From an optimization exercise on the open Yosys and OpenROAD flow, aimed at small area and a short achievable clock period; shortcuts taken in it are not production practice.
Only simulation tests tie the RTL to the original design; equivalence was not proved.

==> run F <==
// question_6
module question_6(
    input clk,
    input rst,
    input signed [15:0] x,
    output reg signed [15:0] y
);
clock: 5.0 ns
lec_check: 0
cap_margin: 20
core_margin: 2
core_utilization: 40
setup_slack_margin: 2.8
slew_margin: 20
tns_end_percent: 100
standard.sh (not shown) runs the stock make flow with config.mk's settings and CLKGATE_MAP_FILE= SYNTH_SCRIPT=/design/flow/synth_recipe.tcl, a recipe that flattens the netlist after the stock synthesis.
==> flow/flow/run.sh <==
#!/bin/bash
set -euo pipefail
W=$(pwd)
R=$W/orfs/results/$FLOW_PLATFORM/question_6/base
LIB=$FLOW_HOME/platforms/$FLOW_PLATFORM/lib/sky130_fd_sc_hd__tt_025C_1v80.lib

bash standard.sh synth > $W/log_1_standard_synth.txt 2>&1
cp $R/1_2_yosys.v $W/standard_synth.v

WORK=$W LIB_FILE=$LIB yosys -c flow/synth_map.tcl > $W/log_2_own_synth_yosys.txt 2>&1

# the registers must be those of the standard synthesis: same names, same cells
regs() { grep -oE 'sky130_fd_sc_hd__df[a-z0-9_]+ +[^ ]+' "$1" | sed -E 's/_[0-9]+ / /' | sort; }
regs $W/standard_synth.v > $W/regs_standard.txt
regs $W/own_synth.v > $W/regs_own.txt
if ! cmp -s $W/regs_standard.txt $W/regs_own.txt; then
  echo "registers differ from the standard synthesis" >&2
  diff $W/regs_standard.txt $W/regs_own.txt >&2 || true
  exit 1
fi

cp $W/own_synth.v $R/1_2_yosys.v
rm -f $R/1_synth.odb $R/1_synth.sdc

export BUFFER_PORTS_ARGS="-buffer_cell sky130_fd_sc_hd__buf_2"
export CTS_ARGS="-sink_clustering_enable -repair_clock_nets -buf_list sky130_fd_sc_hd__clkbuf_2 -root_buf sky130_fd_sc_hd__clkbuf_4 -sink_clustering_buffer sky130_fd_sc_hd__clkbuf_2 -sink_clustering_size 16 -dont_use_dummy_load"
bash standard.sh finish > $W/log_3_standard_layout.txt 2>&1
Other scripts of this flow, unchanged in this note and not shown: flow/flow/q6_cells.v, flow/flow/synth_map.tcl
==> run C (differences from run F) <==
--- a/flow/config.mk
+++ b/flow/config.mk
@@ -8,6 +8,6 @@
 export CAP_MARGIN = 20
 export CORE_MARGIN = 2
 export CORE_UTILIZATION = 40
-export SETUP_SLACK_MARGIN = 2.8
+export SETUP_SLACK_MARGIN = 2.9
 export SLEW_MARGIN = 20
 export TNS_END_PERCENT = 100
==> comparison <==
Die area is the same in run F and run C. Of run F and run C, run F has the higher sequential share of layout area (gap 2.0 points). Via count: run C is higher than run F (0.61%). Against run F, the final cell count of run C is larger by about 1.6%. Against run C, the worst hold slack of run F is lower by 0.0076 ns. Setup slack: run F is worse than run C (0.089 ns). Synthesized cell count is the same in run F and run C.
==> figures <==
Outcome: run C no timing/DRC/antenna violations; run F no timing/DRC/antenna violations
Final Net Count: run C 661; run F 649
Global Route met2 Usage: run C 29.6%; run F 27.4%
Routed wirelength normalized by instance count: run C 11.6 um; run F 11.6 um
Worst slew pin tran: run C 0.603 ns; run F 0.718 ns
Arrival @ worst endpoint: run C 2.35 ns; run F 1.14 ns
Largest net degree at the start of global routing: run C 41; run F 34
R2R setup slack: run C 3.04 ns; run F 2.94 ns
Worst-skew pair later-pin latency: run C 0.39 ns; run F 0.42 ns
Total cell area at the placement stage: run C 4910 um^2; run F 4720 um^2
Vias per inst: run C 4.65; run F 4.69
Routed met3 length: run C 248 um; run F 322 um
Met3 Use GR: run C 3.32%; run F 4.22%
Max-Slew Margin vs Limit: run C 59.7%; run F 52.0%

---

==> trial 24 <==
question_6, a different RTL version from the one above (not shown whole).
export LEC_CHECK = 0
export CAP_MARGIN = 20
export CORE_MARGIN = 2
export CORE_UTILIZATION = 40
export CTS_BUF_LIST = sky130_fd_sc_hd__clkbuf_8
export CTS_CLUSTER_SIZE = 24
export PLACE_DENSITY = 0.85
export SETUP_SLACK_MARGIN = 2.5
export SLEW_MARGIN = 20
export TNS_END_PERCENT = 100
create_clock -name core_clock -period 5.0 [get_ports {clk}]
==> flow/flow/run.sh <==
#!/bin/bash
# Own flow: the standard synthesis, then the combinational logic re-mapped by
# ABC with a delay target (flow/remap.tcl), then the standard layout steps.
# Each tool's output goes to a log file of its own in this folder.
set -euo pipefail
W=$(pwd)
R=$W/orfs/results/$FLOW_PLATFORM/question_6/base
D=$(cat flow/abc_delay_ps)

bash standard.sh synth > $W/log_1_standard_synth.txt 2>&1
cp $R/1_2_yosys.v $W/standard_synth.v

sed "s/{D}/$D/g" flow/abc_remap.script > $W/abc_remap.script
printf "set_driving_cell sky130_fd_sc_hd__buf_1\nset_load 5\n" > $W/abc_remap.constr
REMAP_IN=$W/standard_synth.v REMAP_OUT=$W/remap.v REMAP_SCRIPT=$W/abc_remap.script \
REMAP_CONSTR=$W/abc_remap.constr \
LIB_FILE=$FLOW_HOME/platforms/$FLOW_PLATFORM/lib/sky130_fd_sc_hd__tt_025C_1v80.lib \
  yosys -c flow/remap.tcl > $W/log_2_remap_yosys.txt 2>&1
# keep only the top module (the cell definitions were read from the library)
awk -v top="$FLOW_TOP" '$1=="module" && index($2, top "(")==1 {f=1} f{print} /^endmodule/{f=0}' $W/remap.v.all > $W/remap.v
cp $W/remap.v $R/1_2_yosys.v
rm -f $R/1_synth.odb $R/1_synth.sdc

export BUFFER_PORTS_ARGS="-buffer_cell sky130_fd_sc_hd__buf_2"
export CTS_ARGS="-sink_clustering_enable -repair_clock_nets -buf_list sky130_fd_sc_hd__clkbuf_4 -root_buf sky130_fd_sc_hd__clkbuf_8 -sink_clustering_size 16 -dont_use_dummy_load"
bash standard.sh finish > $W/log_3_standard_layout.txt 2>&1
==> flow/flow/abc_delay_ps <==
1200
==> flow/flow/abc_remap.script <==
strash
dch
map -D {D}
strash
dch
map -D {D}
topo
stime -c
buffer -c
upsize -c -D {D}
dnsize -c -D {D}
Other scripts of this flow, unchanged in this note and not shown: flow/flow/remap.tcl
==> inputs of build 55, as changes to trial 24 <==
--- a/flow/flow/run.sh
+++ b/flow/flow/run.sh
@@ -22,5 +22,4 @@
 rm -f $R/1_synth.odb $R/1_synth.sdc
 
 export BUFFER_PORTS_ARGS="-buffer_cell sky130_fd_sc_hd__buf_2"
-export CTS_ARGS="-sink_clustering_enable -repair_clock_nets -buf_list sky130_fd_sc_hd__clkbuf_4 -root_buf sky130_fd_sc_hd__clkbuf_8 -sink_clustering_size 16 -dont_use_dummy_load"
 bash standard.sh finish > $W/log_3_standard_layout.txt 2>&1
==> flow/flow/abc_delay_ps (replaced) <==
1300
==> flow/flow/abc_remap.script (replaced) <==
strash
dch
map -D {D}
topo
stime -c
buffer -c
upsize -c -D {D}
dnsize -c -D {D}
stime -c
PLACE_DENSITY = not set   (was 0.85)
SETUP_SLACK_MARGIN = 3.0   (was 2.5)
==> inputs of trial 90, as changes to trial 24 <==
--- a/flow/flow/run.sh
+++ b/flow/flow/run.sh
@@ -21,6 +21,4 @@
 cp $W/remap.v $R/1_2_yosys.v
 rm -f $R/1_synth.odb $R/1_synth.sdc
 
-export BUFFER_PORTS_ARGS="-buffer_cell sky130_fd_sc_hd__buf_2"
-export CTS_ARGS="-sink_clustering_enable -repair_clock_nets -buf_list sky130_fd_sc_hd__clkbuf_4 -root_buf sky130_fd_sc_hd__clkbuf_8 -sink_clustering_size 16 -dont_use_dummy_load"
 bash standard.sh finish > $W/log_3_standard_layout.txt 2>&1
==> flow/flow/abc_delay_ps (replaced) <==
1300
==> flow/flow/abc_remap.script (replaced) <==
strash
dch
map -D {D}
topo
stime -c
buffer -c
upsize -c -D {D}
dnsize -c -D {D}
stime -c
PLACE_DENSITY = not set   (was 0.85)
SETUP_SLACK_MARGIN = 0.5   (was 2.5)
==> comparison <==
First-iteration DRC count, highest first: trial 24, trial 90, build 55.
Non-clock buffer count: build 55 > trial 24 > trial 90.
Worst setup slack, lowest first: trial 90, trial 24, build 55.
Sequential share of layout area: build 55 is lower than trial 24 (6.7 points).
Worst hold slack, lowest first: trial 90, trial 24, build 55.
The highest global-route usage belongs to build 55, the lowest to trial 24.

afterwards: timing with drivers on the ports:
The flow's constraints put no driver on any port. The routed layouts listed below were extracted and timed again, unchanged, in two steps. Step 1: set_driving_cell puts a clkbuf_16 on clk and a buf_2 on each other input, an assumption about the parent block. Step 2 times the ports against the registers' clock, not the clock port: input delays grow and output delays shrink by t, the midpoint of the rising clock arrivals with the driver on. a / b / c = no drivers / after step 1 / after step 2; a / b = the first two.
run	t, ns	setup slack, ns	worst setup path after step 2	clock arrival spread, ns	worst register clock-pin slew, ns
run F	0.441	2.862 / 2.830 / 2.466	input to register	0.029 / 0.029	0.11 / 0.11
run C	0.407	2.951 / 2.930 / 2.546	input to register	0.032 / 0.032	0.11 / 0.11
trial 24	0.390	2.588 / 2.591 / 2.201	input to register	0.031 / 0.031	0.08 / 0.08
build 55	0.404	2.640 / 2.629 / 2.224	input to register	0.007 / 0.007	0.07 / 0.07
trial 90	0.396	1.984 / 1.998 / 1.603	input to register	0.009 / 0.009	0.08 / 0.08
After both steps every run listed still meets setup and hold. The setup slack of build 55, which loses most, moves by -0.011 ns with the drivers and by -0.416 ns with both steps.
